From an optimization exercise on the open Yosys and OpenROAD flow, aimed at small area and a short achievable clock period; shortcuts taken in it are not production practice.
In this exercise RTL edits were held to simulation tests only and were not proved equivalent to the original.
No activity file was given, so power comes from the tool's default toggle rates.

$ cat design.v
`timescale 1ns / 1ps
module srpt_grant_pkts #(parameter MAX_OVERCOMMIT = 8,
			 parameter MAX_OVERCOMMIT_LOG2 = 3,
			 parameter MAX_SRPT = 64)
   (input ap_clk, ap_rst, ap_ce, ap_start, ap_continue,
    input			 header_in_empty_i,
    output reg			 header_in_read_en_o,
    input [63:0]		 header_in_data_i,
    input			 grant_pkt_full_i,
    output reg			 grant_pkt_write_en_o,
    output reg [96:0]		 grant_pkt_data_o,
    output			 ap_idle, ap_done, ap_ready);
   localparam N = 64;   
   localparam A = 8;    
   assign ap_ready = 1;
   assign ap_idle = 0;
   assign ap_done = 1;
   reg [N*14-1:0] pe_q;       
   reg [N*16-1:0] rp_q;       
   reg [N*32-1:0] rv_q;       
   reg [N*32-1:0] gbn_q;      
   reg [N*3-1:0]  prn_q;      
   wire [N*32-1:0] gb_q = ~gbn_q;
   wire [N*3-1:0]  pr_q = ~prn_q;
   reg [31:0]	  avail;      
   reg		  swap_type;  
   reg [7:0]	  swc;        
   reg [A-1:0]	  rdy_q;      
   reg [A-1:0]	  gf_q;       
   reg		  gok_q;      
   reg [31:0]	  rsel_q;     
   reg [31:0]	  gsel_q;     
   wire [N*14-1:0] pe_d;
   wire [N*16-1:0] rp_d;
   wire [N*32-1:0] rv_d;
   wire [N*32-1:0] gb_d;
   wire [N*3-1:0]  pr_d;
   wire [N*32-1:0] gbn_d;     
   wire [N*3-1:0]  prn_d;     
   wire [A-1:0]	   rdy_d;
   wire [A-1:0]	   rdy_d0;    
   reg [31:0]	   avail_d;
   wire        hdr   = header_in_empty_i;
   wire [13:0] hpeer = header_in_data_i[13:0];
   wire [15:0] hrpc  = header_in_data_i[29:14];
   wire [31:0] hlen  = header_in_data_i[61:30];
   wire        hinit = header_in_data_i[63:62] == 2'b00;
   wire [31:0] hgb   = hlen - 32'h56a;
   wire [N-2:0] sw;     
   wire [N-2:0] mblk;   
   wire [N-2:0] mupd;   
   genvar k, j;
   integer jj;
   generate
      for (k = 1; k < N-1; k = k + 2) begin : csh
	 if (k != A-1) begin : c
	    wire [34:0] ca = {pr_q[(k)*3 +: 3], ~gb_q[(k)*32 +: 32]};
	    wire st = swc[k >> 3];
	    wire [34:0] cb = ~(st ? {pr_q[(k+1)*3 +: 3], ~gb_q[(k+1)*32 +: 32]} : {pr_q[(k-1)*3 +: 3], ~gb_q[(k-1)*32 +: 32]});
	    wire [35:0] cc;
	    assign cc[0] = st;
	    for (j = 0; j < 35; j = j + 1) begin : rip
	       assign cc[j+1] = (ca[j] & cb[j]) | (ca[j] & cc[j]) | (cb[j] & cc[j]);
	    end
	    assign sw[k-1] = cc[35] ^ st;
	    assign sw[k]   = cc[35] ^ st;
	 end
      end
      for (k = A-2; k < N-1; k = k + 1) begin : cown
	 if (k == A-2 || k == A-1 || k == N-2) begin : c
	    wire [34:0] ca = {pr_q[(k+1)*3 +: 3], ~gb_q[(k+1)*32 +: 32]};
	    wire [34:0] cb = ~{pr_q[(k)*3 +: 3], ~gb_q[(k)*32 +: 32]};
	    wire [35:0] cc;
	    assign cc[0] = 1'b0;
	    for (j = 0; j < 35; j = j + 1) begin : rip
	       assign cc[j+1] = (ca[j] & cb[j]) | (ca[j] & cc[j]) | (cb[j] & cc[j]);
	    end
	    assign sw[k] = cc[35];
	 end
      end
      for (k = 0; k < N-1; k = k + 1) begin : pair
	 if (k < A) begin : act
	    assign mblk[k] = 1'b0;
	    assign mupd[k] = 1'b0;
	 end else begin : que
	    wire peq = pe_q[(k)*14 +: 14] == pe_q[(k+1)*14 +: 14];
	    wire req = rp_q[(k)*16 +: 16] == rp_q[(k+1)*16 +: 16];
	    assign mblk[k] = peq && pr_q[(k)*3 +: 3] == 3'b001;
	    assign mupd[k] = peq && req && pr_q[(k)*3 +: 3] == 3'b000;
	 end
      end
   endgenerate
   wire [A-1:0] pm, rm;
   generate
      for (k = 0; k < A; k = k + 1) begin : am
	 assign pm[k] = hpeer == pe_q[(k)*14 +: 14];
	 assign rm[k] = hrpc == rp_q[(k)*16 +: 16];
      end
   endgenerate
   reg [A-1:0] pf, rf;
   always @* begin
      for (jj = 0; jj < A; jj = jj + 1) begin
	 pf[jj] = pm[jj] && !(|(pm & ((8'd1 << jj) - 8'd1)));
	 rf[jj] = rm[jj] && !(|(rm & ((8'd1 << jj) - 8'd1)));
      end
   end
   wire pm_any = |pm;
   wire rm_any = |rm;
   reg [31:0] gpf;
   always @* begin
      gpf = 0;
      for (jj = 0; jj < A; jj = jj + 1)
	gpf = gpf | ({32{pf[jj]}} & gb_q[(jj)*32 +: 32]);
   end
   wire [32:0] lc;
   assign lc[0] = 1'b0;
   generate
      for (j = 0; j < 32; j = j + 1) begin : ltr
	 assign lc[j+1] = (gpf[j] & ~hgb[j]) | (gpf[j] & lc[j]) | (~hgb[j] & lc[j]);
      end
   endgenerate
   wire shorter = lc[32];
   reg [13:0] pesel;
   reg [15:0] rpsel;
   always @* begin
      pesel = 0; rpsel = 0;
      for (jj = 0; jj < A; jj = jj + 1) begin
	 pesel = pesel | ({14{gf_q[jj]}} & pe_q[(jj)*14 +: 14]);
	 rpsel = rpsel | ({16{gf_q[jj]}} & rp_q[(jj)*16 +: 16]);
      end
   end
   wire        r_gt_a = rsel_q > avail;
   wire [31:0] gout   = r_gt_a ? gsel_q - avail : gsel_q - rsel_q;
   wire [31:0] rnew   = r_gt_a ? rsel_q - avail : 32'd0;
   wire [31:0] a_m_r  = avail - rsel_q;
   wire        gempty = !r_gt_a && gsel_q == rsel_q;
   wire [31:0] gout_o;
   srpt_grant_arith arith (.g(gsel_q), .r(rsel_q), .a(avail), .gout(gout_o));
   wire new_grant  = grant_pkt_full_i && gok_q;
   wire new_active = sw[A-1] && pr_q[(A)*3 +: 3] == 3'b110;
   always @* begin
      header_in_read_en_o  = hdr;
      grant_pkt_write_en_o = !hdr && new_grant;
      grant_pkt_data_o     = {3'b000, gout_o, 32'd0, rpsel, pesel};
   end
   wire run  = !ap_rst && ap_ce && ap_start;
   wire op_h = run && hdr;
   wire op_g = run && !hdr && new_grant;
   wire op_a = run && !hdr && !new_grant && new_active;
   wire op_s = run && !hdr && !new_grant && !new_active;
   wire op_e = op_s && !swap_type;    
   wire op_o = op_s && swap_type;     
   wire keep = !ap_rst && !run;       
   wire [A-1:0] w_hr = {A{op_h && !hinit}} & rf;      
   wire [A-1:0] w_hb = {A{op_h && hinit && shorter}} & pf;  
   wire [A-1:0] w_g  = {A{op_g}} & gf_q;              
   wire [A-1:0] w_rg = w_hr | w_g;
   wire [31:0] hrnew, hgnew;
   srpt_hupd hu (.rf(rf), .rv(rv_q[A*32-1:0]), .gbn(gbn_q[A*32-1:0]), .rv_u(hrnew), .gb_u(hgnew));
   wire [31:0]	wr_r = hdr ? hrnew : rnew;
   wire [31:0]	wr_g = hdr ? hgnew : gout;
   genvar i;
   generate
      for (i = 0; i < N; i = i + 1) begin : ent
	 wire lo_act, hi_act;    
	 if (i == N-1 || i == A-1) begin : lnone
	    assign lo_act = 1'b0;
	 end else begin : lx
	    assign lo_act = (i % 2 == 0) ? op_e : op_o;
	 end
	 if (i == 0 || i == A) begin : hnone
	    assign hi_act = 1'b0;
	 end else begin : hx
	    assign hi_act = (i % 2 == 1) ? op_e : op_o;
	 end
	 wire sw_lo = sw[i < N-1 ? i : 0];
	 wire sw_hi = sw[i > 0 ? i-1 : 0];
	 wire take_n = lo_act && sw_lo;    
	 wire take_p = hi_act && sw_hi;    
	 wire stay_s = (lo_act && !sw_lo) || (hi_act && !sw_hi);
	 if (i < A) begin : act
	    wire tn = take_n || (i == A-1 && op_a);    
	    wire hold = keep || op_h || op_g || stay_s || (op_o && (i == 0 || i == A-1))
			|| (op_a && i != A-1);
	    wire hold_rg = hold && !w_rg[i];
	    wire hold_p  = hold && !w_hb[i] && !(w_g[i] && gempty);
	    wire [13:0] pe_p = pe_q[(i > 0 ? i-1 : 0)*14 +: 14];
	    wire [15:0] rp_p = rp_q[(i > 0 ? i-1 : 0)*16 +: 16];
	    wire [31:0] rv_p = rv_q[(i > 0 ? i-1 : 0)*32 +: 32];
	    wire [31:0] gb_p = gb_q[(i > 0 ? i-1 : 0)*32 +: 32];
	    wire [2:0]  pr_p = pr_q[(i > 0 ? i-1 : 0)*3 +: 3];
	    assign pe_d[i*14 +: 14] = ({14{take_p}} & pe_p) | ({14{hold}} & pe_q[(i)*14 +: 14]) | ({14{tn}} & pe_q[(i+1)*14 +: 14]);
	    assign rp_d[i*16 +: 16] = ({16{take_p}} & rp_p) | ({16{hold}} & rp_q[(i)*16 +: 16]) | ({16{tn}} & rp_q[(i+1)*16 +: 16]);
	    assign rv_d[i*32 +: 32] = ({32{take_p}} & rv_p) | ({32{hold_rg}} & rv_q[(i)*32 +: 32]) | ({32{tn}} & rv_q[(i+1)*32 +: 32])
				      | ({32{w_rg[i]}} & wr_r);
	    assign gb_d[i*32 +: 32] = ({32{take_p}} & gb_p) | ({32{hold_rg}} & gb_q[(i)*32 +: 32]) | ({32{tn}} & gb_q[(i+1)*32 +: 32])
				      | ({32{w_rg[i]}} & wr_g);
	    assign pr_d[i*3 +: 3]   = ({3{take_p}} & pr_p) | ({3{hold_p}} & pr_q[(i)*3 +: 3]) | ({3{tn}} & pr_q[(i+1)*3 +: 3])
				      | ({3{w_hb[i]}} & 3'b101) | ({3{w_g[i] && gempty}} & 3'b100)
				      | ({3{ap_rst}} & 3'b100);
	    wire rdy_p = rdy_q[i > 0 ? i-1 : 0];
	    wire rdy_n = (i == A-1) ? (rv_q[(A)*32 +: 32] != 0) : rdy_q[i < A-1 ? i+1 : 0];
	    assign rdy_d[i] = rdy_d0[i] & !w_hb[i];
	    assign rdy_d0[i] = (take_p & rdy_p) | (hold_rg & rdy_q[i]) | (tn & rdy_n)
			      | (w_hr[i] & pr_q[(i)*3 +: 3] == 3'b110 & rv_q[(i)*32 +: 32] != (32'd0 - 32'h56a))
			      | (w_g[i] & r_gt_a);
	    assign gbn_d[i*32 +: 32] = ~gb_d[i*32 +: 32];
	    assign prn_d[i*3 +: 3] = ~pr_d[i*3 +: 3];
	 end else if (i == A) begin : e8
	    assign gbn_d[i*32 +: 32] = ~gb_d[i*32 +: 32];
	    assign prn_d[i*3 +: 3] = ~pr_d[i*3 +: 3];
	    wire h_new = op_h && (hinit || !rm_any);
	    wire hold  = keep || op_g || op_o || (op_h && !hinit && rm_any) || stay_s;
	    wire mvu   = take_n && mupd[i];
	    wire mvb   = take_n && mblk[i];
	    wire [2:0] h_pr = hinit ? ((!pm_any || shorter) ? 3'b110 : 3'b101) : 3'b000;
	    wire [31:0] h_gb = hinit ? hgb : (32'd0 - 32'h56a);
	    assign pe_d[i*14 +: 14] = ({14{hold || op_a}} & pe_q[(i)*14 +: 14]) | ({14{take_n}} & pe_q[(i+1)*14 +: 14]) | ({14{h_new}} & hpeer);
	    assign rp_d[i*16 +: 16] = ({16{hold || op_a}} & rp_q[(i)*16 +: 16]) | ({16{take_n}} & rp_q[(i+1)*16 +: 16]) | ({16{h_new}} & hrpc);
	    assign rv_d[i*32 +: 32] = ({32{hold || mvu}} & rv_q[(i)*32 +: 32]) | ({32{take_n && !mupd[i]}} & rv_q[(i+1)*32 +: 32])
				      | ({32{h_new}} & 32'h56a);
	    assign gb_d[i*32 +: 32] = ({32{hold || mvu}} & gb_q[(i)*32 +: 32]) | ({32{take_n && !mupd[i]}} & gb_q[(i+1)*32 +: 32])
				      | ({32{h_new}} & h_gb);
	    assign pr_d[i*3 +: 3]   = ({3{hold}} & pr_q[(i)*3 +: 3]) | ({3{take_n && !mblk[i]}} & pr_q[(i+1)*3 +: 3])
				      | ({3{mvb}} & 3'b101) | ({3{h_new}} & h_pr)
				      | ({3{op_a}} & 3'b001) | ({3{ap_rst}} & 3'b100);
	 end else begin : que
	    wire from_7 = (i == A+1) && op_a;                      
	    wire shift  = (i < N-1) && (op_h || (op_a && i != A+1));
	    wire tp     = take_p || shift;
	    wire hold   = keep || op_g || stay_s || (i == N-1 && (op_h || op_a || op_o));
	    wire mu     = mupd[i < N-1 ? i : 0];
	    wire mb     = mblk[i < N-1 ? i : 0];
	    wire hold_rg = hold || (take_n && mu);
	    wire tn_rg   = take_n && !mu;
	    wire tn_p    = take_n && !mb;
	    wire mvb     = take_n && mb;
	    wire [13:0] pe_n = pe_q[(i < N-1 ? i+1 : i)*14 +: 14];
	    wire [15:0] rp_n = rp_q[(i < N-1 ? i+1 : i)*16 +: 16];
	    wire [31:0] rv_n = rv_q[(i < N-1 ? i+1 : i)*32 +: 32];
	    wire [31:0] gb_n = gb_q[(i < N-1 ? i+1 : i)*32 +: 32];
	    wire [2:0]  pr_n = pr_q[(i < N-1 ? i+1 : i)*3 +: 3];
	    if (i > A+1 && i < N-1) begin : m
	       srpt_qmux qm (.tp(tp), .hold(hold), .take_n(take_n), .hold_rg(hold_rg), .tn_rg(tn_rg),
			     .tn_p(tn_p), .mvb(mvb), .rst(ap_rst),
			     .p_pe(pe_q[(i-1)*14 +: 14]), .s_pe(pe_q[(i)*14 +: 14]), .n_pe(pe_n),
			     .p_rp(rp_q[(i-1)*16 +: 16]), .s_rp(rp_q[(i)*16 +: 16]), .n_rp(rp_n),
			     .p_rv(rv_q[(i-1)*32 +: 32]), .s_rv(rv_q[(i)*32 +: 32]), .n_rv(rv_n),
			     .p_gb(gb_q[(i-1)*32 +: 32]), .s_gb(gb_q[(i)*32 +: 32]), .n_gb(gb_n),
			     .p_pr(pr_q[(i-1)*3 +: 3]), .s_pr(pr_q[(i)*3 +: 3]), .n_pr(pr_n),
			     .pe_d(pe_d[i*14 +: 14]), .rp_d(rp_d[i*16 +: 16]), .rv_d(rv_d[i*32 +: 32]),
			     .gbn_d(gbn_d[i*32 +: 32]), .prn_d(prn_d[i*3 +: 3]));
	    end else begin : f
	    assign gbn_d[i*32 +: 32] = ~gb_d[i*32 +: 32];
	    assign prn_d[i*3 +: 3] = ~pr_d[i*3 +: 3];
	    assign pe_d[i*14 +: 14] = ({14{tp}} & pe_q[(i-1)*14 +: 14]) | ({14{hold}} & pe_q[(i)*14 +: 14]) | ({14{take_n}} & pe_n)
				      | ({14{from_7}} & pe_q[(A-1)*14 +: 14]);
	    assign rp_d[i*16 +: 16] = ({16{tp}} & rp_q[(i-1)*16 +: 16]) | ({16{hold}} & rp_q[(i)*16 +: 16]) | ({16{take_n}} & rp_n)
				      | ({16{from_7}} & rp_q[(A-1)*16 +: 16]);
	    assign rv_d[i*32 +: 32] = ({32{tp}} & rv_q[(i-1)*32 +: 32]) | ({32{hold_rg}} & rv_q[(i)*32 +: 32]) | ({32{tn_rg}} & rv_n)
				      | ({32{from_7}} & rv_q[(A-1)*32 +: 32]);
	    assign gb_d[i*32 +: 32] = ({32{tp}} & gb_q[(i-1)*32 +: 32]) | ({32{hold_rg}} & gb_q[(i)*32 +: 32]) | ({32{tn_rg}} & gb_n)
				      | ({32{from_7}} & gb_q[(A-1)*32 +: 32]);
	    assign pr_d[i*3 +: 3]   = ({3{tp}} & pr_q[(i-1)*3 +: 3]) | ({3{hold}} & pr_q[(i)*3 +: 3]) | ({3{tn_p}} & pr_n)
				      | ({3{mvb}} & 3'b101) | ({3{from_7}} & pr_q[(A-1)*3 +: 3])
				      | ({3{ap_rst}} & 3'b100);
	    end
	 end
      end
   endgenerate
   always @* begin
      if (ap_rst)
	avail_d = 32'd480000;
      else if (op_h && hinit && !pm_any)
	avail_d = avail + 32'h56a;
      else if (op_g)
	avail_d = r_gt_a ? 32'd0 : a_m_r;
      else
	avail_d = avail;
   end
   wire [A-1:0] rdy_d1 = rdy_d0 & ~({A{op_h && hinit}} & pf);
   reg [A-1:0]	gf_d0, gf_d1;
   always @* begin
      for (jj = 0; jj < A; jj = jj + 1) begin
	 gf_d0[jj] = rdy_d0[jj] && !(|(rdy_d0 & ((8'd1 << jj) - 8'd1)));
	 gf_d1[jj] = rdy_d1[jj] && !(|(rdy_d1 & ((8'd1 << jj) - 8'd1)));
      end
   end
   wire [A-1:0] gf_d = shorter ? gf_d1 : gf_d0;
   reg [31:0]	rsel_d0, gsel_d0, rsel_d1, gsel_d1;
   wire [31:0]	rsel_d = shorter ? rsel_d1 : rsel_d0;
   wire [31:0]	gsel_d = shorter ? gsel_d1 : gsel_d0;
   always @* begin
      rsel_d0 = 0; gsel_d0 = 0; rsel_d1 = 0; gsel_d1 = 0;
      for (jj = 0; jj < A; jj = jj + 1) begin
	 rsel_d0 = rsel_d0 | ({32{gf_d0[jj]}} & rv_d[jj*32 +: 32]);
	 gsel_d0 = gsel_d0 | ({32{gf_d0[jj]}} & gb_d[jj*32 +: 32]);
	 rsel_d1 = rsel_d1 | ({32{gf_d1[jj]}} & rv_d[jj*32 +: 32]);
	 gsel_d1 = gsel_d1 | ({32{gf_d1[jj]}} & gb_d[jj*32 +: 32]);
      end
   end
   always @(posedge ap_clk) begin
      pe_q    <= pe_d;
      rp_q    <= rp_d;
      rv_q    <= rv_d;
      gbn_q   <= gbn_d;
      prn_q   <= prn_d;
      avail   <= avail_d;
      rdy_q   <= rdy_d;
      gf_q    <= gf_d;
      gok_q   <= (shorter ? |rdy_d1 : |rdy_d0) && avail_d != 0;
      rsel_q  <= rsel_d;
      gsel_q  <= gsel_d;
      if (ap_rst)
	swap_type <= 1'b0;
      else if (op_s)
	swap_type <= !swap_type;
      for (jj = 0; jj < 8; jj = jj + 1)
	if (ap_rst)
	  swc[jj] <= 1'b0;
	else if (op_s)
	  swc[jj] <= !swc[jj];
   end
endmodule
module srpt_grant_arith (input [31:0] g, r, a, output [31:0] gout);
   wire [31:0] px_x [0:2];
   wire [31:0] px_y [0:2];
   wire [31:0] px_g [0:2];
   wire [31:0] px_t [0:2];
   assign px_x[0] = r; assign px_y[0] = a;
   assign px_x[1] = g; assign px_y[1] = a;
   assign px_x[2] = g; assign px_y[2] = r;
   genvar ka, kl, kb;
   generate
      for (ka = 0; ka < 3; ka = ka + 1) begin : px
	 wire [31:0] pg [0:5];
	 wire [31:0] pt [0:5];
	 assign pg[0] = px_x[ka] & ~px_y[ka];
	 assign pt[0] = px_x[ka] | ~px_y[ka];
	 for (kl = 0; kl < 5; kl = kl + 1) begin : lv
	    for (kb = 0; kb < 32; kb = kb + 1) begin : b
	       if ((kb >> kl) & 1) begin : c
		  assign pg[kl+1][kb] = pg[kl][kb] | (pt[kl][kb] & pg[kl][((kb >> kl) << kl) - 1]);
		  assign pt[kl+1][kb] = pg[kl][kb] | (pt[kl][kb] & pt[kl][((kb >> kl) << kl) - 1]);
	       end else begin : n
		  assign pg[kl+1][kb] = pg[kl][kb];
		  assign pt[kl+1][kb] = pt[kl][kb];
	       end
	    end
	 end
	 assign px_g[ka] = pg[5];
	 assign px_t[ka] = pt[5];
      end
   endgenerate
   wire        r_gt_a = px_g[0][31];
   wire [31:0] g_m_a  = ~(g ^ a) ^ {px_t[1][30:0], 1'b1};
   wire [31:0] g_m_r  = ~(g ^ r) ^ {px_t[2][30:0], 1'b1};
   assign gout = r_gt_a ? g_m_a : g_m_r;
endmodule
module srpt_hupd (input [7:0] rf, input [8*32-1:0] rv, gbn,
		  output [31:0] rv_u, gb_u);
   reg [31:0] r, g;
   integer jj;
   always @* begin
      r = 0; g = 0;
      for (jj = 0; jj < 8; jj = jj + 1) begin
	 r = r | ({32{rf[jj]}} & rv[jj*32 +: 32]);
	 g = g | ({32{rf[jj]}} & ~gbn[jj*32 +: 32]);
      end
   end
   assign rv_u = r + 32'h56a;
   assign gb_u = g - 32'h56a;
endmodule
module srpt_qmux (input tp, hold, take_n, hold_rg, tn_rg, tn_p, mvb, rst,
		  input [13:0] p_pe, s_pe, n_pe, input [15:0] p_rp, s_rp, n_rp,
		  input [31:0] p_rv, s_rv, n_rv, input [31:0] p_gb, s_gb, n_gb,
		  input [2:0] p_pr, s_pr, n_pr,
		  output [13:0] pe_d, output [15:0] rp_d, output [31:0] rv_d,
		  output [31:0] gbn_d, output [2:0] prn_d);
   assign pe_d  = ({14{tp}} & p_pe) | ({14{hold}} & s_pe) | ({14{take_n}} & n_pe);
   assign rp_d  = ({16{tp}} & p_rp) | ({16{hold}} & s_rp) | ({16{take_n}} & n_rp);
   assign rv_d  = ({32{tp}} & p_rv) | ({32{hold_rg}} & s_rv) | ({32{tn_rg}} & n_rv);
   assign gbn_d = ~(({32{tp}} & p_gb) | ({32{hold_rg}} & s_gb) | ({32{tn_rg}} & n_gb));
   assign prn_d = ~(({3{tp}} & p_pr) | ({3{hold}} & s_pr) | ({3{tn_p}} & n_pr)
		    | ({3{mvb}} & 3'b101) | ({3{rst}} & 3'b100));
endmodule
$ cat flow/run.sh
#!/bin/bash
# The standard layout (standard.sh), with changes to how it is made:
#  - timing repair does not clone gates (a clone adds load to the gate that
#    drives it, which nothing repairs after routing);
#  - clock tree synthesis without dummy loads and with larger sink clusters.
# Synthesis, floorplan, placement, routing and the constraints are the standard flow's own.
set -euo pipefail
cts="CTS_ARGS=-sink_clustering_enable -repair_clock_nets -sink_clustering_size 20 -sink_clustering_max_diameter 80 -dont_use_dummy_load"
bash standard.sh SETUP_SLACK_MARGIN=7.5 SKIP_GATE_CLONING=1 "$cts" cts > standard_cts.log 2>&1
bash standard.sh SETUP_SLACK_MARGIN=8.0 SKIP_GATE_CLONING=1 "$cts" finish > standard_finish.log 2>&1
$ cat standard.sh
#!/bin/bash
# synth_recipe.tcl (not shown) runs the flow's synth.tcl, then flattens the netlist and writes it again
# the make line also repeats each setting of config.mk as NAME=value (left out here)
make -C /OpenROAD-flow-scripts/flow DESIGN_CONFIG=/design/flow/config.mk WORK_HOME=/design/flow/orfs CLKGATE_MAP_FILE= SYNTH_SCRIPT=/design/flow/synth_recipe.tcl "${@:-finish}"
$ cat config.mk
export PLATFORM = sky130hd
export DESIGN_NAME = srpt_grant_pkts
export DESIGN_NICKNAME = srpt_grant_pkts
export VERILOG_FILES = /design/flow/design.v
export SDC_FILE = /design/flow/constraint.sdc
export NUM_CORES = 8
export LEC_CHECK = 0
export CAP_MARGIN = 20
export CORE_MARGIN = 2
export CORE_UTILIZATION = 45
export SLEW_MARGIN = 20
export SYNTH_HIERARCHICAL = 1
export SYNTH_MEMORY_MAX_BITS = 8192
export SYNTH_MINIMUM_KEEP_SIZE = 0
$ cat constraint.sdc
create_clock -name core_clock -period 15.0 [get_ports {ap_clk}]
set_input_delay 3.0000 -clock core_clock [delete_from_list [all_inputs] [get_ports {ap_clk}]]
set_output_delay 3.0000 -clock core_clock [all_outputs]
set_load 0.01 [all_outputs]
==> results.ini, run 1 <==
[status]
status=timing/DRC/antenna clean

[floorplan]
fp.dieH_um=836.4
die_w_um=836.4
row_count=305
initial_utilization=0.4519
io_pins=173
die_area_um2=699500
core_area_um2=690000

[clock_tree]
tritoncts=built
cts-root-buf=clkbuf_16
cts.sinks=6330
htreeDepth=5
numCtsBuffers=412
clk_latency_ns=1.15
clk_pin_slew_worst_paths_ns=0.08
clockBufferDepth=4

[yosys]
ys_async_sr_fraction=0
muxShareOfSynthArea=0.02993
synth_area_um2=311800
syn_area_per_cell_um2=9.093
seq_area_frac_synth=0.4065
synth_compound_area_frac=0.2923
synth-edff-count=0
synth_xor_area_frac=0.05992
ys_warn_count=9
synth_top_family_by_area=compound AO/OA/AOI/OAI gates
yosys.area_share.simple=0.07799
ys.flop_type=dfxtp_1
synth_fa_ha_area_frac=0.01888
ys_ff_latch=6330
synth_cell_types=130
synthesis.instances=34287

[sta]
report.final.setup_viol=0
tns_ns=0
fin_crit_sh=0.5274
timing.final.crit_period_ns=7.911
finalHoldViolations=0
rsz0062_at_grt=true
slew_headroom=0.07781
fin_ws_ns=7.089
finalClockSkew_ns=0.1397
tightest_slew_ns=1.383
max_freq_ghz=0.1264
slew_violations=0

[final_layout]
area_growth_syn_to_layout_pct=10.91
regArea_um2=126800
multi_input_comb_area_um2=157100
layout.nets=33832
fill_cells=64230
drive_gt1_frac=0.09577

[drt]
drc=0
wl_um=1329000
via_count=294715
drt_iter0_markers=57501
wl_per_cell_um=31.09
drt_first_pass_iters=15
ant_nets=0
viasPerCell=6.896

[global_routing]
antenna_found_initial=63
grt_max_degree=111
grt_use_total=0.3416
grt_pass1_vias=272753
grt_pass1_wl_um=1857000
overflow=0

[power_and_ir_drop]
power_frac_clock=0.359
switchingPower_mw=7.795
swShare=0.2591
intPower_mw=22.29
comb_power_share=0.080
leakage_nw=168.9
power_density_nw_per_um2=87.02
peakVddDrop_uv=100.9
p_seq_frac=0.561

[setup_path]
timing.critical_path.from_type=input pin
cp-end-kind=flop
critPathRequiredTime_ns=16.01
path_max_fanout=9
path_class=input pin to flop
crit_arrival_ns=8.92
critPathSlowestCell=or3_4
critical-path-max-stage-delay_ns=0.43
cpMostUsedCell=buf_6

[placement]
port_buffers=133
place.gp.congestion=1.007
place_worst_setup_slack_ns=2.710
dpl.hpwl_um=866700

[job]
drv_cap=0

[min_path]
hold_class=flop to flop

==> sequential cells by signal (all words and copies together), names as in the netlist <==
name and count:
avail 32, gbn_q 2048, gf_q 8, gok_q 1, gsel_q 32, pe_q 896
prn_q 192, rdy_q 8, rp_q 1024, rsel_q 32, rv_q 2048, swap_type 1
swc 8
==> power by group through the flow <==
stage	sequential (mW)	clock, mW	combinational, mW
5_1_grt	16.9	11.5	2.45
4_1_cts	16.9	10.9	1.97
3_5_place_dp	17.3	0	1.87
6_report	16.9	10.8	2.41
2_1_floorplan	17.2	0	1.21
3_3_place_gp	17.3	0	1.86
==> cell usage after synthesis (55+ instances only) <==
master,number,share of area
o221ai_1,183,0.0051
dfxtp_1,6330,0.41
a2111oi_0,58,0.0016
a22oi_1,497,0.012
a22o_1,273,0.0077
maj3_1,230,0.0074
or2_2,80,0.0016
o221a_2,60,0.0022
nor2b_1,107,0.0021
buf_1,209,0.0025
xor2_1,1698,0.048
nor2_1,1392,0.017
o22ai_1,596,0.012
a21oi_1,800,0.013
nand2_1,1418,0.017
nor4_1,443,0.0089
a221o_1,130,0.0042
xnor2_1,435,0.012
o211ai_1,179,0.0043
o31ai_1,119,0.0029
ha_1,247,0.0099
or3_1,55,0.0011
nor3_1,506,0.0081
a2111oi_2,58,0.0028
a21o_1,108,0.0026
a221oi_1,150,0.0042
and2_1,77,0.0015
buf_6,287,0.010
o22a_1,55,0.0015
nand2b_1,172,0.0035
inv_1,5944,0.072
nand3_1,332,0.0053
a31oi_1,162,0.0033
o2111ai_1,60,0.0017
clkbuf_1,1485,0.018
and3_1,64,0.0013
buf_4,98,0.0024
a222oi_1,5497,0.18
o21ai_0,857,0.014
nand4_1,293,0.0059
mux2i_1,913,0.029
buf_2,582,0.0093
a211oi_1,324,0.0078
==> layout by cell type, fill, tap and decap left out, types with 119 or more instances in the layout <==
master / n
mux2i_1: 882
nor3_1: 454
a31oi_1: 138
maj3_1: 209
inv_1: 5920
a222oi_1: 5497
nand2b_1: 143
nor4_1: 403
buf_4: 723
a221o_1: 128
nor2_1: 1305
a211oi_1: 275
buf_6: 191
o221ai_1: 144
a22oi_1: 479
a221oi_1: 119
clkbuf_16: 415
o211ai_1: 179
buf_12: 261
a22o_1: 271
ha_1: 243
nand2_1: 1302
nand3_1: 297
dfxtp_1: 6278
a21oi_1: 730
nand4_1: 293
xor2_1: 1666
xnor2_1: 406
o22ai_1: 582
o21ai_0: 771
==> timing repair <==
action,CTS,global route
pin swaps,176,353
hold buffers,0,0
buffers inserted,327,456
endpoints found under the setup margin,5376,5770
gates resized for setup,1089,1148
==> Yosys stat by module, one instance, submodules excluded <==
module            flip-flops and latches  cell area, um^2  times used
srpt_grant_pkts                     6330           229300           1
srpt_qmux                              0             1391          53
srpt_grant_arith                       0             4503           1
srpt_hupd                              0             4219           1
==> metal layers <==
| layer | vias to the layer above | track usage | part of all wire | routed length, um |
|---|---|---|---|---|
| li1 | 129575 | - | - | - |
| met5 | - | 0 | 0.00017 | 224 |
| met4 | 36 | 0.2299 | 0.084 | 111800 |
| met1 | 144646 | 0.4297 | 0.38 | 510000 |
| met2 | 16665 | 0.5349 | 0.43 | 576000 |
| met3 | 3793 | 0.06231 | 0.098 | 130700 |
==> cells by family (layout without fill, tap and decap cells) <==
logic type                 after synthesis  in the layout
AOI/OAI and AO/OA                    10645          10645
xor gates and xnor gates              2133           2133
DFF                                   6330           6330
and+or+nand+nor                       5108           5108
other                                    2             70
buffers and inverters                 8629           7804
muxes                                  930            930
adders and majority gates              510            510
==> final timing paths <==
kind / startpoint / endpoint / slack, ns / cells past startpoint
worst max register to register: gbn_q[277] / gsel_q[31] / 7.12 / 28
worst max-delay path: header_in_data_i[0] / gsel_q[31] / 7.09 / 29
worst min register to register: rv_q[2046] / rv_q[2014] / 0.42 / 2
worst min-delay path: rv_q[2046] / rv_q[2014] / 0.42 / 2
==> area by class of cell <==
| cell class | instances | share of cell area |
|---|---|---|
| timing repair buffer | 1430 | 0.05017 |
| sequential | 6330 | 0.3668 |
| inverter | 5962 | 0.06518 |
| multi-input combinational | 19364 | 0.4545 |
| antenna | 32 | 0.0002316 |
| tap | 9210 | 0.03333 |
| clock buffer | 412 | 0.02982 |
==> critical path: cells and delay by family <==
family | cells | cell delay [ns]
AOI/OAI and AO/OA | 11 | 2.07
and+or+nand+nor | 6 | 1.44
buffers and inverters | 9 | 1.42
adders and majority gates | 2 | 0.72
xor gates and xnor gates | 1 | 0.18
==> per-stage QoR <==
stage	total power [mW]	hold WS, ns	utilization	instance area, um^2	std cells
after floorplan	18.45	0.4342	-	313000	34323
after global placement	19.14	0.4429	0.4610	318100	41509
after detailed placement	19.15	0.4498	0.4610	318100	41509
after CTS	29.78	0.4241	0.4859	335300	42248
after global routing	30.82	0.4473	0.5011	345700	42717
final	30.09	0.4205	0.5012	345800	42740
==> run 2, diff against run 1 <==
--- a/design.v
+++ b/design.v
@@ -36,8 +36,5 @@
    wire [N*32-1:0] gb_d;
    wire [N*3-1:0]  pr_d;
-   wire [N*32-1:0] gbn_d;     
-   wire [N*3-1:0]  prn_d;     
    wire [A-1:0]	   rdy_d;
-   wire [A-1:0]	   rdy_d0;    
    reg [31:0]	   avail_d;
    wire        hdr   = header_in_empty_i;
@@ -98,11 +95,6 @@
       end
    endgenerate
-   reg [A-1:0] pf, rf;
-   always @* begin
-      for (jj = 0; jj < A; jj = jj + 1) begin
-	 pf[jj] = pm[jj] && !(|(pm & ((8'd1 << jj) - 8'd1)));
-	 rf[jj] = rm[jj] && !(|(rm & ((8'd1 << jj) - 8'd1)));
-      end
-   end
+   wire [A-1:0] pf = pm & ~(pm - 1'b1);
+   wire [A-1:0] rf = rm & ~(rm - 1'b1);
    wire pm_any = |pm;
    wire rm_any = |rm;
@@ -130,11 +122,9 @@
       end
    end
-   wire        r_gt_a = rsel_q > avail;
-   wire [31:0] gout   = r_gt_a ? gsel_q - avail : gsel_q - rsel_q;
-   wire [31:0] rnew   = r_gt_a ? rsel_q - avail : 32'd0;
-   wire [31:0] a_m_r  = avail - rsel_q;
-   wire        gempty = !r_gt_a && gsel_q == rsel_q;
-   wire [31:0] gout_o;
-   srpt_grant_arith arith (.g(gsel_q), .r(rsel_q), .a(avail), .gout(gout_o));
+   wire        r_gt_a;
+   wire [31:0] gout, rnew, a_m_r;
+   wire        gempty;
+   srpt_grant_arith arith (.g(gsel_q), .r(rsel_q), .a(avail), .r_gt_a(r_gt_a),
+			   .gout(gout), .rnew(rnew), .a_m_r(a_m_r), .gempty(gempty));
    wire new_grant  = grant_pkt_full_i && gok_q;
    wire new_active = sw[A-1] && pr_q[(A)*3 +: 3] == 3'b110;
@@ -142,5 +132,5 @@
       header_in_read_en_o  = hdr;
       grant_pkt_write_en_o = !hdr && new_grant;
-      grant_pkt_data_o     = {3'b000, gout_o, 32'd0, rpsel, pesel};
+      grant_pkt_data_o     = {3'b000, gout, 32'd0, rpsel, pesel};
    end
    wire run  = !ap_rst && ap_ce && ap_start;
@@ -156,8 +146,14 @@
    wire [A-1:0] w_g  = {A{op_g}} & gf_q;              
    wire [A-1:0] w_rg = w_hr | w_g;
-   wire [31:0] hrnew, hgnew;
-   srpt_hupd hu (.rf(rf), .rv(rv_q[A*32-1:0]), .gbn(gbn_q[A*32-1:0]), .rv_u(hrnew), .gb_u(hgnew));
-   wire [31:0]	wr_r = hdr ? hrnew : rnew;
-   wire [31:0]	wr_g = hdr ? hgnew : gout;
+   reg [31:0] hrsel, hgsel;
+   always @* begin
+      hrsel = 0; hgsel = 0;
+      for (jj = 0; jj < A; jj = jj + 1) begin
+	 hrsel = hrsel | ({32{rf[jj]}} & rv_q[(jj)*32 +: 32]);
+	 hgsel = hgsel | ({32{rf[jj]}} & gb_q[(jj)*32 +: 32]);
+      end
+   end
+   wire [31:0]	wr_r = hdr ? hrsel + 32'h56a : rnew;
+   wire [31:0]	wr_g = hdr ? hgsel - 32'h56a : gout;
    genvar i;
    generate
@@ -201,13 +197,8 @@
 	    wire rdy_p = rdy_q[i > 0 ? i-1 : 0];
 	    wire rdy_n = (i == A-1) ? (rv_q[(A)*32 +: 32] != 0) : rdy_q[i < A-1 ? i+1 : 0];
-	    assign rdy_d[i] = rdy_d0[i] & !w_hb[i];
-	    assign rdy_d0[i] = (take_p & rdy_p) | (hold_rg & rdy_q[i]) | (tn & rdy_n)
+	    assign rdy_d[i] = (take_p & rdy_p) | (hold_rg & !w_hb[i] & rdy_q[i]) | (tn & rdy_n)
 			      | (w_hr[i] & pr_q[(i)*3 +: 3] == 3'b110 & rv_q[(i)*32 +: 32] != (32'd0 - 32'h56a))
 			      | (w_g[i] & r_gt_a);
-	    assign gbn_d[i*32 +: 32] = ~gb_d[i*32 +: 32];
-	    assign prn_d[i*3 +: 3] = ~pr_d[i*3 +: 3];
 	 end else if (i == A) begin : e8
-	    assign gbn_d[i*32 +: 32] = ~gb_d[i*32 +: 32];
-	    assign prn_d[i*3 +: 3] = ~pr_d[i*3 +: 3];
 	    wire h_new = op_h && (hinit || !rm_any);
 	    wire hold  = keep || op_g || op_o || (op_h && !hinit && rm_any) || stay_s;
@@ -241,17 +232,4 @@
 	    wire [31:0] gb_n = gb_q[(i < N-1 ? i+1 : i)*32 +: 32];
 	    wire [2:0]  pr_n = pr_q[(i < N-1 ? i+1 : i)*3 +: 3];
-	    if (i > A+1 && i < N-1) begin : m
-	       srpt_qmux qm (.tp(tp), .hold(hold), .take_n(take_n), .hold_rg(hold_rg), .tn_rg(tn_rg),
-			     .tn_p(tn_p), .mvb(mvb), .rst(ap_rst),
-			     .p_pe(pe_q[(i-1)*14 +: 14]), .s_pe(pe_q[(i)*14 +: 14]), .n_pe(pe_n),
-			     .p_rp(rp_q[(i-1)*16 +: 16]), .s_rp(rp_q[(i)*16 +: 16]), .n_rp(rp_n),
-			     .p_rv(rv_q[(i-1)*32 +: 32]), .s_rv(rv_q[(i)*32 +: 32]), .n_rv(rv_n),
-			     .p_gb(gb_q[(i-1)*32 +: 32]), .s_gb(gb_q[(i)*32 +: 32]), .n_gb(gb_n),
-			     .p_pr(pr_q[(i-1)*3 +: 3]), .s_pr(pr_q[(i)*3 +: 3]), .n_pr(pr_n),
-			     .pe_d(pe_d[i*14 +: 14]), .rp_d(rp_d[i*16 +: 16]), .rv_d(rv_d[i*32 +: 32]),
-			     .gbn_d(gbn_d[i*32 +: 32]), .prn_d(prn_d[i*3 +: 3]));
-	    end else begin : f
-	    assign gbn_d[i*32 +: 32] = ~gb_d[i*32 +: 32];
-	    assign prn_d[i*3 +: 3] = ~pr_d[i*3 +: 3];
 	    assign pe_d[i*14 +: 14] = ({14{tp}} & pe_q[(i-1)*14 +: 14]) | ({14{hold}} & pe_q[(i)*14 +: 14]) | ({14{take_n}} & pe_n)
 				      | ({14{from_7}} & pe_q[(A-1)*14 +: 14]);
@@ -265,5 +243,4 @@
 				      | ({3{mvb}} & 3'b101) | ({3{from_7}} & pr_q[(A-1)*3 +: 3])
 				      | ({3{ap_rst}} & 3'b100);
-	    end
 	 end
       end
@@ -279,23 +256,11 @@
 	avail_d = avail;
    end
-   wire [A-1:0] rdy_d1 = rdy_d0 & ~({A{op_h && hinit}} & pf);
-   reg [A-1:0]	gf_d0, gf_d1;
+   wire [A-1:0] gf_d = rdy_d & ~(rdy_d - 1'b1);
+   reg [31:0]	rsel_d, gsel_d;
    always @* begin
+      rsel_d = 0; gsel_d = 0;
       for (jj = 0; jj < A; jj = jj + 1) begin
-	 gf_d0[jj] = rdy_d0[jj] && !(|(rdy_d0 & ((8'd1 << jj) - 8'd1)));
-	 gf_d1[jj] = rdy_d1[jj] && !(|(rdy_d1 & ((8'd1 << jj) - 8'd1)));
-      end
-   end
-   wire [A-1:0] gf_d = shorter ? gf_d1 : gf_d0;
-   reg [31:0]	rsel_d0, gsel_d0, rsel_d1, gsel_d1;
-   wire [31:0]	rsel_d = shorter ? rsel_d1 : rsel_d0;
-   wire [31:0]	gsel_d = shorter ? gsel_d1 : gsel_d0;
-   always @* begin
-      rsel_d0 = 0; gsel_d0 = 0; rsel_d1 = 0; gsel_d1 = 0;
-      for (jj = 0; jj < A; jj = jj + 1) begin
-	 rsel_d0 = rsel_d0 | ({32{gf_d0[jj]}} & rv_d[jj*32 +: 32]);
-	 gsel_d0 = gsel_d0 | ({32{gf_d0[jj]}} & gb_d[jj*32 +: 32]);
-	 rsel_d1 = rsel_d1 | ({32{gf_d1[jj]}} & rv_d[jj*32 +: 32]);
-	 gsel_d1 = gsel_d1 | ({32{gf_d1[jj]}} & gb_d[jj*32 +: 32]);
+	 rsel_d = rsel_d | ({32{gf_d[jj]}} & rv_d[jj*32 +: 32]);
+	 gsel_d = gsel_d | ({32{gf_d[jj]}} & gb_d[jj*32 +: 32]);
       end
    end
@@ -304,10 +269,10 @@
       rp_q    <= rp_d;
       rv_q    <= rv_d;
-      gbn_q   <= gbn_d;
-      prn_q   <= prn_d;
+      gbn_q   <= ~gb_d;
+      prn_q   <= ~pr_d;
       avail   <= avail_d;
       rdy_q   <= rdy_d;
       gf_q    <= gf_d;
-      gok_q   <= (shorter ? |rdy_d1 : |rdy_d0) && avail_d != 0;
+      gok_q   <= |rdy_d && avail_d != 0;
       rsel_q  <= rsel_d;
       gsel_q  <= gsel_d;
@@ -323,9 +288,12 @@
    end
 endmodule
-module srpt_grant_arith (input [31:0] g, r, a, output [31:0] gout);
+module srpt_grant_arith (input [31:0] g, r, a,
+			 output r_gt_a, output [31:0] gout, rnew, a_m_r,
+			 output gempty);
    wire [31:0] px_x [0:2];
    wire [31:0] px_y [0:2];
    wire [31:0] px_g [0:2];
    wire [31:0] px_t [0:2];
+   wire [31:0] px_p [0:2];
    assign px_x[0] = r; assign px_y[0] = a;
    assign px_x[1] = g; assign px_y[1] = a;
@@ -338,4 +306,5 @@
 	 assign pg[0] = px_x[ka] & ~px_y[ka];
 	 assign pt[0] = px_x[ka] | ~px_y[ka];
+	 assign px_p[ka] = ~(px_x[ka] ^ px_y[ka]);
 	 for (kl = 0; kl < 5; kl = kl + 1) begin : lv
 	    for (kb = 0; kb < 32; kb = kb + 1) begin : b
@@ -353,34 +322,11 @@
       end
    endgenerate
-   wire        r_gt_a = px_g[0][31];
-   wire [31:0] g_m_a  = ~(g ^ a) ^ {px_t[1][30:0], 1'b1};
-   wire [31:0] g_m_r  = ~(g ^ r) ^ {px_t[2][30:0], 1'b1};
-   assign gout = r_gt_a ? g_m_a : g_m_r;
-endmodule
-module srpt_hupd (input [7:0] rf, input [8*32-1:0] rv, gbn,
-		  output [31:0] rv_u, gb_u);
-   reg [31:0] r, g;
-   integer jj;
-   always @* begin
-      r = 0; g = 0;
-      for (jj = 0; jj < 8; jj = jj + 1) begin
-	 r = r | ({32{rf[jj]}} & rv[jj*32 +: 32]);
-	 g = g | ({32{rf[jj]}} & ~gbn[jj*32 +: 32]);
-      end
-   end
-   assign rv_u = r + 32'h56a;
-   assign gb_u = g - 32'h56a;
-endmodule
-module srpt_qmux (input tp, hold, take_n, hold_rg, tn_rg, tn_p, mvb, rst,
-		  input [13:0] p_pe, s_pe, n_pe, input [15:0] p_rp, s_rp, n_rp,
-		  input [31:0] p_rv, s_rv, n_rv, input [31:0] p_gb, s_gb, n_gb,
-		  input [2:0] p_pr, s_pr, n_pr,
-		  output [13:0] pe_d, output [15:0] rp_d, output [31:0] rv_d,
-		  output [31:0] gbn_d, output [2:0] prn_d);
-   assign pe_d  = ({14{tp}} & p_pe) | ({14{hold}} & s_pe) | ({14{take_n}} & n_pe);
-   assign rp_d  = ({16{tp}} & p_rp) | ({16{hold}} & s_rp) | ({16{take_n}} & n_rp);
-   assign rv_d  = ({32{tp}} & p_rv) | ({32{hold_rg}} & s_rv) | ({32{tn_rg}} & n_rv);
-   assign gbn_d = ~(({32{tp}} & p_gb) | ({32{hold_rg}} & s_gb) | ({32{tn_rg}} & n_gb));
-   assign prn_d = ~(({3{tp}} & p_pr) | ({3{hold}} & s_pr) | ({3{tn_p}} & n_pr)
-		    | ({3{mvb}} & 3'b101) | ({3{rst}} & 3'b100));
+   assign r_gt_a = px_g[0][31];
+   wire [31:0] r_m_a = px_p[0] ^ {px_t[0][30:0], 1'b1};
+   assign a_m_r = ~(px_p[0] ^ {px_g[0][30:0], 1'b0});
+   wire [31:0] g_m_a = px_p[1] ^ {px_t[1][30:0], 1'b1};
+   wire [31:0] g_m_r = px_p[2] ^ {px_t[2][30:0], 1'b1};
+   assign gout   = r_gt_a ? g_m_a : g_m_r;
+   assign rnew   = r_gt_a ? r_m_a : 32'd0;
+   assign gempty = !r_gt_a && g == r;
 endmodule
==> flow/run.sh (replaced) <==
#!/bin/bash
# The standard layout (standard.sh), with changes to how it is made:
#  - timing repair aims at a setup margin below the clock period, so the
#    resizer keeps working on paths that already meet the 15 ns clock;
#  - timing repair does not clone gates (a clone adds load to the gate that
#    drives it, which nothing repairs after routing);
#  - clock tree synthesis without dummy loads and with larger sink clusters.
# Synthesis, floorplan, placement, routing and the constraints are the standard flow's own.
set -euo pipefail
bash standard.sh SETUP_SLACK_MARGIN=7.5 SKIP_GATE_CLONING=1 \
  "CTS_ARGS=-sink_clustering_enable -repair_clock_nets -sink_clustering_size 20 -sink_clustering_max_diameter 80 -dont_use_dummy_load" \
  finish > standard_finish.log 2>&1
--- a/config.mk
+++ b/config.mk
@@ -8,5 +8,5 @@
 export CAP_MARGIN = 20
 export CORE_MARGIN = 2
-export CORE_UTILIZATION = 45
+export CORE_UTILIZATION = 40
 export SLEW_MARGIN = 20
 export SYNTH_HIERARCHICAL = 1
==> results.ini, run 2 <==
[status]
status=timing/DRC/antenna clean

[floorplan]
fp.dieH_um=887.9  ; +6.2%
die_area_um2=788300  ; +13%
core_area_um2=778300  ; +13%
row_count=324  ; +6.2%
initial_utilization=0.4015  ; -0.05039
die_w_um=887.9  ; +6.2%
io_pins=173  ; unchanged

[final_layout]
fill_cells=75746  ; +18%
post-route-util=0.4403  ; -0.06082
regArea_um2=126800  ; about the same
final_common_cell=dfxtp_1
drive_gt1_frac=0.08442  ; -0.01135
layout.nets=35116  ; +3.8%
reg_top3=gbn_q: 2048 flops, rv_q: 2048 flops, rp_q: 1024 flops
mostFrequentLayoutCells=dfxtp_1, inv_1, a222oi_1
area_growth_syn_to_layout_pct=9.685
multi_input_comb_area_um2=165500  ; +5.3%

[setup_path]
timing.critical_path.from_type=input pin
path_max_fanout=7  ; -2
critPathRequiredTime_ns=15.97  ; -0.04 ns
critPathSlowestCell=nor4_4
path_class=input pin to flop
worstRegToRegCells=26  ; -7.1%
crit_arrival_ns=9.28  ; +0.36 ns
cp-end-kind=flop
critical-path-max-stage-delay_ns=0.74  ; +0.31 ns

[drt]
viasPerCell=6.698  ; -2.9%
m1WireLength_um=524900  ; +2.9%
via_count=302420  ; +2.6%
drc=0  ; unchanged
ant_nets=0  ; unchanged
wl_per_cell_um=30.59  ; -1.6%
routed.top_layer=met5
drt_iter0_markers=47593  ; -17%
wl_um=1381000  ; +3.9%
drt_first_pass_iters=15  ; unchanged
wl_met3_um=137200  ; +5.0%
route.met2.wl_um=609700  ; +5.9%

[yosys]
ys_ff_latch=6329  ; -0.016%
ys_warn_count=8  ; -1
seq_area_frac_synth=0.4055  ; -0.0009918
synthesis.instances=35794  ; +4.4%
synthTopCellsByCount=dfxtp_1, inv_1, a222oi_1
synth.top_cell.area_share=0.4055  ; -0.0009918
ys_async_sr_fraction=0  ; unchanged
synth-edff-count=0  ; unchanged
synth_area_leaders=dfxtp_1, a222oi_1, inv_1
synth_top_cell_by_area=dfxtp_1
yosysMostFrequentCell=dfxtp_1
synth_cell_types=136  ; +4.6%
syn_area_per_cell_um2=8.730  ; -4.0%
synth_area_um2=312500  ; +0.23%
ys.flop_type=dfxtp_1

[clock_tree]
clk_pin_slew_worst_paths_ns=0.08  ; about the same
tritoncts=built
cts-root-buf=clkbuf_16
cts_hold_buf=0  ; unchanged
numCtsBuffers=423  ; +2.7%
htreeDepth=5  ; unchanged
clockBufferDepth=4  ; unchanged
clk_latency_ns=1.14  ; about the same
cts.sinks=6329  ; -0.016%

[global_routing]
antenna_found_initial=62  ; -1.6%
overflow=0  ; unchanged
grt_use_total=0.3278  ; -0.01386
grt_pass1_vias=283912  ; +4.1%
grt_max_degree=155  ; +40%
grt_pass1_wl_um=1984000  ; +6.8%

[job]
drv_cap=0  ; unchanged

[power_and_ir_drop]
leakage_nw=152.5  ; -9.7%
power_density_nw_per_um2=87.55  ; +0.61%
peakVddDrop_uv=114.3  ; +13%
power_mw=30.01  ; -0.28%

[sta]
fin_crit_sh=0.5541  ; +0.02671
report.final.setup_viol=0  ; unchanged
timing.final.crit_period_ns=8.312  ; +0.4006 ns
fin_hold_ws_ns=0.4606  ; +0.04002 ns
finalClockSkew_ns=0.2046  ; +0.06492 ns
slew_headroom=0.1421  ; +0.06428
tightest_slew_ns=1.275  ; -0.1082 ns
finalHoldViolations=0  ; unchanged
slew_violations=0  ; unchanged
tns_ns=0  ; unchanged
rsz0062_at_grt=true
max_freq_ghz=0.1203  ; -4.8%

[min_path]
hold_class=flop to flop
min_path_cells=2  ; unchanged

[placement]
dpl.hpwl_um=951100  ; +9.7%
port_buffers=133  ; unchanged
place.gp.congestion=0.9963  ; -1.0%

run 2: cell type report:
type | instances | share of cell area
Multi-Input combinational cell | 23038 | 0.4829
Antenna cell | 43 | 0.0003139
Timing Repair Buffer | 1210 | 0.03600
Clock buffer | 423 | 0.03088
Sequential cell | 6329 | 0.3701
Inverter | 3838 | 0.04234
Tap cell | 10269 | 0.03749
run 2: per-module statistics from Yosys (local to each module, per instance):
module	flops+latches	times used	area, um^2	cells
srpt_grant_pkts	6329	1	305800	34896
srpt_grant_arith	0	1	6643	898
run 2: where the power goes:
group | leakage [nW] | total [mW] | switching (mW) | internal (mW)
Combinational | 96.2 | 2.07 | 1.63 | 0.435
Sequential | 51.1 | 16.9 | 0.0716 | 16.8
Clock | 5.21 | 11.1 | 6.10 | 4.96
run 2: what timing repair did:
action,in CTS,in global routing
gates resized for setup,830,389
setup buffers,296,103
pin swaps,143,105
endpoints found under the setup margin,2297,2009
run 2: critical path, delay by kind of cell:
| family | cells | cell delay [ns] |
|---|---|---|
| compound gates | 5 | 0.73 |
| xor+xnor | 1 | 0.12 |
| simple gates | 11 | 3.13 |
| buf+inv | 14 | 2.22 |
run 2: kinds of logic (layout without fill, tap and decap cells):
family	after synthesis	after routing	share of synthesized area
and+or+nand+nor	7578	7578	0.1122
DFF	6329	6329	0.4055
buffers and inverters	6463	5471	0.08155
adders and majority gates	432	432	0.01598
AOI/OAI and AO/OA	11977	11977	0.2963
xor gates and xnor gates	2061	2061	0.05777
muxes	952	952	0.03070
other	2	81	0.00002403
run 2: path summary, 6_finish.rpt:
| check | to | slack (ns) | from |
|---|---|---|---|
| hold reg to reg | rv_q[1915] | 0.46 | rv_q[1915] |
| hold / removal | rv_q[1915] | 0.46 | rv_q[1915] |
| setup / recovery | gsel_q[25] | 6.69 | header_in_data_i[11] |
| setup reg to reg | gsel_q[30] | 6.99 | swc[0] |
run 2: metrics by stage:
stage	setup WS, ns	instance area [um^2]	instances
floorplan	7.386	313000	35830
global placement	2.803	323400	44274
detailed placement	2.864	323500	44280
CTS	7.054	339900	44999
global route	6.707	342600	45110
finish	6.688	342700	45150
run 2: layer usage:
metal,track usage,vias to the layer above
met2,0.5170,16825
met5,0,-
met3,0.07270,4086
li1,-,132339
met4,0.2112,34
met1,0.4044,149136

re-timing with driven ports:
The flow's constraints put no driver on any port. The routed layouts listed below were extracted and timed again, unchanged, in two steps.
Step 1 sets driving cells, clkbuf_16 on the clock port and buf_2 on the other inputs (assumed; they add their load-dependent delay and slew).
Step 2 times the ports against the registers' clock, not the clock port: input delays grow and output delays shrink by t, the midpoint of the rising clock arrivals with the driver on.
Three values: ideal ports, drivers, drivers and shift; two values: the first two.
| run | shift t [ns] | setup slack, ns | hold WS [ns] | worst data-port slew with drivers (ns) |
|---|---|---|---|---|
| run 1 | 1.222 | 7.089 / 7.120 / 5.973 | 0.421 / 0.421 / 0.421 | 0.14 |
| run 2 | 1.186 | 6.688 / 6.791 / 5.605 | 0.461 / 0.461 / 0.461 | 0.09 |
After both steps setup and hold are still met in every run listed. The setup slack of run 1, which loses most, moves by +0.031 ns with the drivers and by -1.116 ns with both steps.
